Source: an optimization exercise on an open RTL-to-GDS flow (aim: small area). Production flows keep margins and buffers that such runs may drop. Only simulation tests tie the RTL to the original design; equivalence was not proved. The flow treats the clock pin as an ideal source, which a real chip does not have. No activity file was given, so power comes from the tool's default toggle rates.

## run a
Design UART3_Ruveyda, start of the top module:
module UART3_Ruveyda#(parameter bitNum=8)(
    input clk,
    input rst,
    input btnU,
    input btnR,
    input btnL,
    input stage4,
    input [bitNum-1:0] data,
    input btnC,  
    input btnD,  
    input R,
    output T,
    output [bitNum-1:0] T_Buf,
    output [bitNum-1:0] R_Buf,
    output [3:0] an,
    output [6:0] seg
);
Settings: LEC_CHECK=0, CAP_MARGIN=20, CORE_MARGIN=2, CORE_UTILIZATION=60, PLACE_DENSITY=0.85, SLEW_MARGIN=20; clock period 10.0 ns.
standard.sh (not shown) runs the stock make flow with config.mk's settings and CLKGATE_MAP_FILE= SYNTH_SCRIPT=/design/flow/synth_recipe.tcl, a recipe that flattens the netlist after the stock synthesis.
==> flow/flow/run.sh <==
#!/bin/bash
# Own layout flow:
# 1. the standard synthesis (standard.sh synth), and the same synthesis
#    with an area-oriented ABC script (own_synth.tcl); the second is used only
#    if its registers (names and cell types) are exactly the standard ones.
# 2. The combinational logic between the registers of each is re-mapped by ABC
#    for area with a few scripts (registers, names and cell types kept); the
#    smallest result goes on.
# 3. the standard layout steps, with the smallest buffer on the ports and a
#    clock tree of small buffers, each upsized only as far as its clock slew
#    needs (ctsfix.tcl).
set -euo pipefail
W=$(pwd)
R=$W/orfs/results/${FLOW_PLATFORM}/UART3_Ruveyda/base
LIB=$FLOW_HOME/platforms/${FLOW_PLATFORM}/lib/sky130_fd_sc_hd__tt_025C_1v80.lib

bash standard.sh synth > $W/std_synth.log 2>&1
cp $R/1_2_yosys.v $W/src_std.v

# the same synthesis with the area ABC script, in a work folder of its own
printf 'strash\ndc2\ndch -f -x\namap\n' > $W/own_synth.abc
sources="std"
if OWN_ABC_SCRIPT=$W/own_synth.abc make -C $FLOW_HOME DESIGN_CONFIG=$W/config.mk WORK_HOME=$W/orfs_own \
     CLKGATE_MAP_FILE= SYNTH_SCRIPT=$W/flow/own_synth.tcl \
     $W/orfs_own/results/${FLOW_PLATFORM}/UART3_Ruveyda/base/1_2_yosys.v > $W/own_synth.log 2>&1; then
  cp $W/orfs_own/results/${FLOW_PLATFORM}/UART3_Ruveyda/base/1_2_yosys.v $W/src_own.v
  regs() { grep -E '^\s*sky130_fd_sc_hd__(dfxtp|edfxtp|dfrtp|dfstp|dfbbp|dfxbp|sdf|sedf|dl)' "$1" | sed 's/($//' | sort; }
  if cmp -s <(regs $W/src_std.v) <(regs $W/src_own.v); then
    sources="std own"
    echo "own synthesis: same registers as the standard one" >> $W/resyn_choice.log
  else
    echo "own synthesis: registers differ, not used" >> $W/resyn_choice.log
  fi
fi

scripts=(
  "strash; dc2; dch -f; amap"
  "strash; dc2; dch -f -x; amap"
  "strash; drw; drf; dc2; dch -f; amap"
  "strash; dch -f; amap"
  "strash; dc2; dch -f; amap; strash; dch -f; amap"
  "strash; dc2; balance; dch -f; amap"
)
best=""
bestarea=""
for src in $sources; do
  for i in "${!scripts[@]}"; do
    n=${src}_$i
    echo "${scripts[$i]}" | tr ';' '\n' > $W/resyn_$n.abc
    cat > $W/resyn_$n.ys <<EOF
read_liberty -ignore_miss_func $LIB
read_verilog $W/src_$src.v
hierarchy -top $FLOW_TOP
setattr -mod -set keep_hierarchy 1 sky130_fd_sc_hd__dfxtp_* sky130_fd_sc_hd__edfxtp_* sky130_fd_sc_hd__conb_1
flatten
opt_clean -purge
abc -liberty $LIB -dont_use sky130_fd_sc_hd__lpflow_* -dont_use sky130_fd_sc_hd__probe* -script $W/resyn_$n.abc $FLOW_TOP
opt_clean -purge
hilomap -singleton -hicell sky130_fd_sc_hd__conb_1 HI -locell sky130_fd_sc_hd__conb_1 LO
splitnets
opt_clean -purge
tee -o $W/resyn_$n.stat stat -liberty $LIB $FLOW_TOP
select $FLOW_TOP
write_verilog -noattr -noexpr -nohex -nodec -selected $W/resyn_$n.v
EOF
    if yosys -s $W/resyn_$n.ys > $W/resyn_$n.log 2>&1; then
      a=$(sed -n "s/.*Chip area for module '\\\\$FLOW_TOP': \([0-9.]*\).*/\1/p" $W/resyn_$n.stat | tail -1)
      echo "$src netlist, script $i (${scripts[$i]}): area $a" >> $W/resyn_choice.log
      if [[ -n "$a" ]] && { [[ -z "$bestarea" ]] || awk "BEGIN{exit !($a < $bestarea)}"; }; then
        best=$n; bestarea=$a
      fi
    fi
  done
done
echo "chosen: $best, area $bestarea" >> $W/resyn_choice.log
if [[ -n "$best" ]]; then
  cp $W/resyn_$best.v $R/1_2_yosys.v
  rm -f $R/1_synth.odb $R/1_synth.sdc
fi

export BUFFER_PORTS_ARGS="-buffer_cell sky130_fd_sc_hd__buf_1"
export CTS_ARGS="-sink_clustering_enable -repair_clock_nets -dont_use_dummy_load -buf_list sky130_fd_sc_hd__clkbuf_4"
# after CTS, upsize the clock buffers whose flip-flops see a clock slew over 115 ps
export PRE_CTS_TCL=$W/flow/ctsfix.tcl OWN_CLK_SLEW_PS=115
bash standard.sh > $W/std_layout.log 2>&1
==> flow/flow/ctsfix.tcl <==
# Sourced before CTS (PRE_CTS_TCL). clock_tree_synthesis builds the tree with
# small buffers; then each buffer whose flip-flop clock pins see too much slew
# is upsized, step by step, until every clock pin is under the target.
rename clock_tree_synthesis my_own_cts_orig
proc clkpin_slew {pin} {
  set w 0
  foreach edge {rise fall} {
    foreach a {min max} {
      set s [expr {[sta::time_ui_sta [get_property $pin slew_${a}_$edge]] * 1e12}]
      if {$s > $w} { set w $s }
    }
  }
  return $w
}
proc clock_tree_synthesis {args} {
  my_own_cts_orig {*}$args
  set target [expr {[info exists ::env(OWN_CLK_SLEW_PS)] ? $::env(OWN_CLK_SLEW_PS) : 110}]
  set sizes {sky130_fd_sc_hd__clkbuf_4 sky130_fd_sc_hd__clkbuf_8 sky130_fd_sc_hd__clkbuf_16}
  for {set round 0} {$round < 3} {incr round} {
    estimate_parasitics -placement
    set todo {}
    foreach pin [all_registers -clock_pins -edge_triggered] {
      if {[clkpin_slew $pin] > $target} {
        set net [get_nets -of_objects $pin]
        foreach d [get_pins -of_objects $net -filter "direction == output"] {
          set inst [get_property $d full_name]
          set inst [string range $inst 0 [expr {[string last "/" $inst] - 1}]]
          if {[lsearch $todo $inst] < 0} { lappend todo $inst }
        }
      }
    }
    puts "ctsfix: round $round, [llength $todo] buffers to upsize"
    if {![llength $todo]} { break }
    foreach inst $todo {
      set cell [get_property [get_cells $inst] ref_name]
      set i [lsearch $sizes $cell]
      if {$i >= 0 && $i < [llength $sizes] - 1} {
        replace_cell [get_cells $inst] [lindex $sizes [expr {$i + 1}]]
        puts "ctsfix: $inst $cell -> [lindex $sizes [expr {$i + 1}]]"
      }
    }
  }
}
Other scripts of this flow, unchanged in this note and not shown: flow/flow/own_synth.tcl
Run a: done, clean on timing, DRC and antenna
What run b does differently from run a at the input level:
-- flow/flow/run.sh --
<<< run a, line 82
export CTS_ARGS="-sink_clustering_enable -repair_clock_nets -dont_use_dummy_load -buf_list sky130_fd_sc_hd__clkbuf_4"
# after CTS, upsize the clock buffers whose flip-flops see a clock slew over 115 ps
export PRE_CTS_TCL=$W/flow/ctsfix.tcl OWN_CLK_SLEW_PS=115
bash standard.sh > $W/std_layout.log 2>&1
>>> run b, line 82
export CTS_ARGS="-sink_clustering_enable -repair_clock_nets -dont_use_dummy_load -buf_list sky130_fd_sc_hd__clkbuf_4"
# after CTS, upsize the clock buffers whose flip-flops see a clock slew over 110 ps
export PRE_CTS_TCL=$W/flow/ctsfix.tcl OWN_CLK_SLEW_PS=110
bash standard.sh > $W/std_layout.log 2>&1
## What came out
Changes observed in run b relative to run a: part of the power in combinational logic did not really move; number of cells on the worst hold path did not really move; total power went up. Area fraction of clock buffers and clock inverters: higher on run b. On run b: per-cell routed wire length is 0.17 um higher than what run a gave. Run b against run a; first-pass GRT wire length is up slightly. Core utilization: run b vs run a, no meaningful difference. Run b reports a higher synthesis-to-finish area growth than run a does. Any difference in cell area after placement between run b and run a is small enough to ignore. Going from run a to run b, the worst slew slack as a fraction of its limit was found to have gone up by 2.6 points. On final worst-path cycle share, run b and run a are basically level.

Setup of oak:
The RTL this note starts from:
==> flow/design.v <==
`timescale 1ns / 1ps
module divClk #(
    parameter W = 14,
    parameter K = 1,
    parameter [W-1:0] SEED = 0,
    parameter [W-1:0] TERM = 0,
    parameter [W-1:0] TMASK = 0
)(
    input clk,
    input rst,
    output reg tick
);
reg [W-1:0] s;
reg ph;
wire term = ((s ^ TERM) & TMASK) == 0;
always @(posedge clk) begin
    if (rst | term) s <= SEED;
    else s <= {~s[W-2:0], s[W-1] ^ s[K-1]};
    if (rst) begin
        ph <= 1'b0;
        tick <= 1'b0;
    end else begin
        tick <= term & ~ph;
        ph <= ph ^ term;
    end
end
endmodule
`timescale 1ns / 1ps
module debouncer #(
    parameter W = 15,
    parameter K = 14,
    parameter [W-1:0] SEED = 0,
    parameter [W-1:0] TERM = 0,
    parameter [W-1:0] TMASK = 0
)(
    input clk, rst, B,
    output reg db
);
reg run, dly;
reg [W-1:0] s;
wire term = ((s ^ TERM) & TMASK) == 0;
always @(posedge clk)
    s <= run ? {~s[W-2:0], s[W-1] ^ s[K-1]} : SEED;
always @(posedge clk) begin
    if (rst) begin
        run <= 1'b0;
        dly <= 1'b0;
        db <= 1'b0;
    end else if (run) begin
        if (term) begin
            run <= 1'b0;
            dly <= 1'b1;
            db <= 1'b1;
        end
    end else if (dly) begin
        if (B) db <= 1'b0;
        else dly <= 1'b0;
    end else begin
        db <= 1'b0;
        if (B) run <= 1'b1;
    end
end
endmodule
`timescale 1ns / 1ps
module SegmentDecoder(
    input [3:0] w,
    output [6:0] seg
    );
localparam [15:0] SEG0 = 16'b0010_1000_0001_0010;
localparam [15:0] SEG1 = 16'b1101_1000_0110_0000;
localparam [15:0] SEG2 = 16'b1101_0000_0000_0100;
localparam [15:0] SEG3 = 16'b1000_0100_1001_0010;
localparam [15:0] SEG4 = 16'b0000_0010_1011_1010;
localparam [15:0] SEG5 = 16'b0010_0000_1000_1110;
localparam [15:0] SEG6 = 16'b0001_0000_1000_0011;
assign seg = {SEG6[w], SEG5[w], SEG4[w], SEG3[w], SEG2[w], SEG1[w], SEG0[w]};
endmodule
`timescale 1ns / 1ps
module DigitDisplay(
    input clk,
    input rst,
    input tick,
    output reg [1:0] re,
    output [1:0] re_n,
    output reg [3:0] anode
);
assign re_n = rst ? 2'd0 : re + {1'b0, tick};
always @(posedge clk) re <= re_n;
always @(*) begin
    case (re)
        0: anode = 4'b1110;
        1: anode = 4'b1101;
        2: anode = 4'b1011;
        default: anode = 4'b0111;
    endcase
end
endmodule
`timescale 1ns / 1ps
module Transmitter(
    input clk, rst, tick,
    input stage4,
    input [7:0] lData,
    input LButton,
    input transferButton,
    output reg t,
    output reg [7:0] m0, m1, m2, m3
    );
localparam [3:0] XFER0 = 4'd0, XFER9 = 4'd9, INIT = 4'd11, LOADS = 4'd14, WLOAD = 4'd12,
                 WXFER = 4'd10, S4 = 4'd13;
reg [3:0] st;
reg [1:0] s4c;
reg [8:0] tr;    
wire xfer = (st <= XFER9);
wire [7:0] src = (s4c == 2'd0) ? m3 : (s4c == 2'd1) ? m2 : (s4c == 2'd2) ? m1 : m0;
wire [9:0] frame = {tr, 1'b0};
wire ld = tick & (st == INIT) & LButton & ~stage4;
wire wr = ld & ~rst;
wire hold = ~ld & ~rst;
always @(posedge clk) begin
    m0 <= ({8{wr}} & lData) | ({8{hold}} & m0);
    m1 <= ({8{wr}} & m0) | ({8{hold}} & m1);
    m2 <= ({8{wr}} & m1) | ({8{hold}} & m2);
    m3 <= ({8{wr}} & m2) | ({8{hold}} & m3);
end
wire tl = tick & (st == LOADS || st == S4);
wire twr = tl & ~rst;
wire thold = ~tl & ~rst;
always @(posedge clk) tr <= ({9{twr}} & {1'b1, src}) | ({9{thold}} & tr);
always @(posedge clk) begin
    if (tick) begin
        if (st == INIT) s4c <= 2'd0;
        else if (st == WXFER && stage4 && s4c != 2'd3) s4c <= s4c + 2'd1;
    end
end
always @(posedge clk) begin
    if (rst) begin
        st <= INIT;
        t <= 1'b1;
    end else if (tick) begin
        if (xfer) begin
            t <= frame[st];
            st <= (st == XFER9) ? WXFER : st + 4'd1;
        end else case (st)
            INIT: begin
                t <= 1'b1;
                if (LButton && !stage4) st <= LOADS;
                if (transferButton) st <= stage4 ? S4 : XFER0;
            end
            LOADS: st <= WLOAD;
            WLOAD: if (!LButton) st <= INIT;
            WXFER: begin
                if (stage4) begin
                    if (s4c != 2'd3) st <= S4;
                    else if (!transferButton) st <= INIT;
                end else if (!transferButton) st <= INIT;
            end
            S4: st <= XFER0;
            default: st <= INIT;
        endcase
    end
end
endmodule
`timescale 1ns / 1ps
module Receiver(
    input clk, rst, tick,
    input t,
    output reg [7:0] m0, m1, m2, m3
    );
reg rec;
reg [9:0] sr;
wire sh = tick & rec;
wire ld = tick & ~rec;
always @(posedge clk)
    sr <= ({10{sh}} & {t, sr[9:1]}) | {ld, 9'b0} | ({10{~tick}} & sr);
always @(posedge clk) begin
    if (rst) rec <= 1'b0;
    else if (tick) begin
        if (!rec) begin
            if (!t) rec <= 1'b1;
        end else if (sr[0]) rec <= 1'b0;
    end
end
wire wr = tick & rec & sr[0] & ~rst;
wire hold = ~(tick & rec & sr[0]) & ~rst;
always @(posedge clk) begin
    m0 <= ({8{wr}} & sr[8:1]) | ({8{hold}} & m0);
    m1 <= ({8{wr}} & m0) | ({8{hold}} & m1);
    m2 <= ({8{wr}} & m1) | ({8{hold}} & m2);
    m3 <= ({8{wr}} & m2) | ({8{hold}} & m3);
end
endmodule
`timescale 1ns / 1ps
module UART3_Ruveyda#(parameter bitNum=8)(
    input clk,
    input rst,
    input btnU,
    input btnR,
    input btnL,
    input stage4,
    input [bitNum-1:0] data,
    input btnC,  
    input btnD,  
    input R,
    output T,
    output [bitNum-1:0] T_Buf,
    output [bitNum-1:0] R_Buf,
    output [3:0] an,
    output [6:0] seg
);
localparam [13:0] BAUD_SEED = 14'd12491, BAUD_TERM = 14'd11869, BAUD_MASK = 14'd14075;
localparam [13:0] DISP_SEED = 14'd7264, DISP_TERM = 14'd2200, DISP_MASK = 14'd12015;
localparam [14:0] DB_SEED = 15'd24982, DB_TERM = 15'd15564, DB_MASK = 15'd32167;
wire dbU, dbR, dbL;
wire baudTick, dispTick;
wire [7:0] mT0, mT1, mT2, mT3, mR0, mR1, mR2, mR3;
debouncer #(15, 1, DB_SEED, DB_TERM, DB_MASK) db1(clk, rst, btnU, dbU);
debouncer #(15, 1, DB_SEED, DB_TERM, DB_MASK) db2(clk, rst, btnR, dbR);
debouncer #(15, 1, DB_SEED, DB_TERM, DB_MASK) db3(clk, rst, btnL, dbL);
divClk #(14, 1, BAUD_SEED, BAUD_TERM, BAUD_MASK) baud(clk, rst, baudTick);
divClk #(14, 1, DISP_SEED, DISP_TERM, DISP_MASK) disp(clk, rst, dispTick);
Transmitter t(clk, rst, baudTick, stage4, data, btnC, btnD, T, mT0, mT1, mT2, mT3);
Receiver r(clk, rst, baudTick, R, mR0, mR1, mR2, mR3);
assign T_Buf = mT0;
assign R_Buf = mR0;
reg isT;
reg [1:0] index;
wire [1:0] re, re_n;
wire [1:0] index_n = rst ? 2'd0 : dbR ? index + 2'd1 : dbL ? index - 2'd1 : dbU ? 2'd0 : index;
always @(posedge clk) begin
    index <= index_n;
    if (rst) isT <= 1'b1;
    else if (dbU) isT <= ~isT;
end
DigitDisplay d(clk, rst, dispTick, re, re_n, an);
reg [7:0] sel;
always @(*) begin
    case ({isT, index_n})
        3'd0: sel = mR0;
        3'd1: sel = mR1;
        3'd2: sel = mR2;
        3'd3: sel = mR3;
        3'd4: sel = mT0;
        3'd5: sel = mT1;
        3'd6: sel = mT2;
        default: sel = mT3;
    endcase
end
reg [3:0] digit_n;
always @(*) begin
    if (rst) digit_n = 4'd0;
    else case (re_n)
        2'd0: digit_n = isT ? 4'hA : 4'hb;
        2'd1: digit_n = {2'b00, index_n};
        2'd2: digit_n = sel[7:4];
        default: digit_n = sel[3:0];
    endcase
end
reg [3:0] digit;
always @(posedge clk) digit <= digit_n;
SegmentDecoder s(digit, seg);
endmodule
export LEC_CHECK = 0
export CAP_MARGIN = 20
export CORE_MARGIN = 2
export CORE_UTILIZATION = 40
export SLEW_MARGIN = 20
create_clock -name core_clock -period 10.0 [get_ports {clk}]
==> flow/flow/run.sh <==
#!/bin/bash
# Own layout flow: the standard synthesis, then the combinational logic
# between the standard registers is re-mapped by ABC for area (registers, their
# names and cell types are kept; the smallest of a few ABC scripts is used);
# then the standard layout steps, with the smallest buffer on the ports and
# a clock tree of smaller buffers.
set -euo pipefail
W=$(pwd)
R=$W/orfs/results/${FLOW_PLATFORM}/UART3_Ruveyda/base
LIB=$FLOW_HOME/platforms/${FLOW_PLATFORM}/lib/sky130_fd_sc_hd__tt_025C_1v80.lib

bash standard.sh synth > $W/std_synth.log 2>&1
cp $R/1_2_yosys.v $W/std_1_2_yosys.v

scripts=(
  "strash; dc2; dch -f; amap"
  "strash; dc2; dch -f -x; amap"
  "strash; drw; drf; dc2; dch -f; amap"
  "strash; dch -f; amap"
  "strash; dc2; dch -f; amap; strash; dch -f; amap"
  "strash; dc2; balance; dch -f; amap"
)
best=""
bestarea=""
for i in "${!scripts[@]}"; do
  echo "${scripts[$i]}" | tr ';' '\n' > $W/resyn_$i.abc
  cat > $W/resyn_$i.ys <<EOF
read_liberty -ignore_miss_func $LIB
read_verilog $W/std_1_2_yosys.v
hierarchy -top $FLOW_TOP
setattr -mod -set keep_hierarchy 1 sky130_fd_sc_hd__dfxtp_* sky130_fd_sc_hd__edfxtp_* sky130_fd_sc_hd__conb_1
flatten
opt_clean -purge
abc -liberty $LIB -dont_use sky130_fd_sc_hd__lpflow_* -dont_use sky130_fd_sc_hd__probe* -script $W/resyn_$i.abc $FLOW_TOP
opt_clean -purge
hilomap -singleton -hicell sky130_fd_sc_hd__conb_1 HI -locell sky130_fd_sc_hd__conb_1 LO
splitnets
opt_clean -purge
tee -o $W/resyn_$i.stat stat -liberty $LIB $FLOW_TOP
select $FLOW_TOP
write_verilog -noattr -noexpr -nohex -nodec -selected $W/resyn_$i.v
EOF
  if yosys -s $W/resyn_$i.ys > $W/resyn_$i.log 2>&1; then
    a=$(sed -n "s/.*Chip area for module '\\\\$FLOW_TOP': \([0-9.]*\).*/\1/p" $W/resyn_$i.stat | tail -1)
    echo "script $i: ${scripts[$i]}: area $a" >> $W/resyn_choice.log
    if [[ -n "$a" ]] && { [[ -z "$bestarea" ]] || awk "BEGIN{exit !($a < $bestarea)}"; }; then
      best=$i; bestarea=$a
    fi
  fi
done
echo "chosen: script $best, area $bestarea" >> $W/resyn_choice.log
if [[ -n "$best" ]]; then
  cp $W/resyn_$best.v $R/1_2_yosys.v
  rm -f $R/1_synth.odb $R/1_synth.sdc
fi

export BUFFER_PORTS_ARGS="-buffer_cell sky130_fd_sc_hd__buf_1"
export CTS_ARGS="-sink_clustering_enable -repair_clock_nets -dont_use_dummy_load -buf_list sky130_fd_sc_hd__clkbuf_8 -root_buf sky130_fd_sc_hd__clkbuf_4"
bash standard.sh > $W/std_layout.log 2>&1
--- input diff oak..pine ---
-- flow/flow/run.sh --
<<< oak, line 5
# then the standard layout steps, with the smallest buffer on the ports and
# a clock tree of smaller buffers.
set -euo pipefail
>>> pine, line 5
# then the standard layout steps, with the smallest buffer on the ports and
# a clock tree of small buffers, each upsized only as far as its clock slew needs.
set -euo pipefail
<<< oak, line 57
export BUFFER_PORTS_ARGS="-buffer_cell sky130_fd_sc_hd__buf_1"
export CTS_ARGS="-sink_clustering_enable -repair_clock_nets -dont_use_dummy_load -buf_list sky130_fd_sc_hd__clkbuf_8 -root_buf sky130_fd_sc_hd__clkbuf_4"
bash standard.sh > $W/std_layout.log 2>&1
>>> pine, line 57
export BUFFER_PORTS_ARGS="-buffer_cell sky130_fd_sc_hd__buf_1"
export CTS_ARGS="-sink_clustering_enable -repair_clock_nets -dont_use_dummy_load -buf_list sky130_fd_sc_hd__clkbuf_4"
# after CTS, upsize the clock buffers whose flip-flops see a clock slew over 110 ps
export PRE_CTS_TCL=$W/flow/ctsfix.tcl OWN_CLK_SLEW_PS=110
bash standard.sh > $W/std_layout.log 2>&1
==> flow/flow/ctsfix.tcl (new file) <==
# Sourced before CTS (PRE_CTS_TCL). clock_tree_synthesis builds the tree with
# small buffers; then each buffer whose flip-flop clock pins see too much slew
# is upsized, step by step, until every clock pin is under the target.
rename clock_tree_synthesis my_own_cts_orig
proc clkpin_slew {pin} {
  set w 0
  foreach edge {rise fall} {
    foreach a {min max} {
      set s [expr {[sta::time_ui_sta [get_property $pin slew_${a}_$edge]] * 1e12}]
      if {$s > $w} { set w $s }
    }
  }
  return $w
}
proc clock_tree_synthesis {args} {
  my_own_cts_orig {*}$args
  set target [expr {[info exists ::env(OWN_CLK_SLEW_PS)] ? $::env(OWN_CLK_SLEW_PS) : 110}]
  set sizes {sky130_fd_sc_hd__clkbuf_4 sky130_fd_sc_hd__clkbuf_8 sky130_fd_sc_hd__clkbuf_16}
  for {set round 0} {$round < 3} {incr round} {
    estimate_parasitics -placement
    set todo {}
    foreach pin [all_registers -clock_pins -edge_triggered] {
      if {[clkpin_slew $pin] > $target} {
        set net [get_nets -of_objects $pin]
        foreach d [get_pins -of_objects $net -filter "direction == output"] {
          set inst [get_property $d full_name]
          set inst [string range $inst 0 [expr {[string last "/" $inst] - 1}]]
          if {[lsearch $todo $inst] < 0} { lappend todo $inst }
        }
      }
    }
    puts "ctsfix: round $round, [llength $todo] buffers to upsize"
    if {![llength $todo]} { break }
    foreach inst $todo {
      set cell [get_property [get_cells $inst] ref_name]
      set i [lsearch $sizes $cell]
      if {$i >= 0 && $i < [llength $sizes] - 1} {
        replace_cell [get_cells $inst] [lindex $sizes [expr {$i + 1}]]
        puts "ctsfix: $inst $cell -> [lindex $sizes [expr {$i + 1}]]"
      }
    }
  }
}
Results
No run among oak and pine stopped early or left any final violation; all are clean.
Internal power down 25 µW in pine wrt oak
Minimum period implied by the final worst setup slack came out lower on pine than on oak.
When pine is set beside oak, its final wirelength turns out to be 50 µm smaller.

-- afterwards: timing with drivers on the ports --
No port has a modelled driver above. Below, the same layouts with a new extraction and two added sets of constraints.
Step 1 (the two cells are an assumption about what drives the block):
set clk [get_ports {clk}]
set_driving_cell -lib_cell sky130_fd_sc_hd__clkbuf_16 $clk
set_driving_cell -lib_cell sky130_fd_sc_hd__buf_2 [delete_from_list [all_inputs] $clk]
Step 2 also shifts input and output timing later by t, the mid clock arrival at the registers, as if the neighbouring blocks saw the same clock.
Slacks: ideal / step 1 / step 2; pairs: ideal / step 1.
| run | t, ns | setup WS [ns] | pins driven straight from the clock port |
|---|---|---|---|
| run a | 0.579 | 5.914 / 5.880 / 5.379 | 1 |
| run b | 0.585 | 5.902 / 5.868 / 5.372 | 1 |
| oak | 0.629 | 5.890 / 5.903 / 5.275 | 1 |
| pine | 0.612 | 5.910 / 5.921 / 5.309 | 1 |
After both steps setup and hold are still met in every run listed. For oak, which loses most, drivers alone change the setup slack by +0.013 ns; drivers and shift together by -0.615 ns.
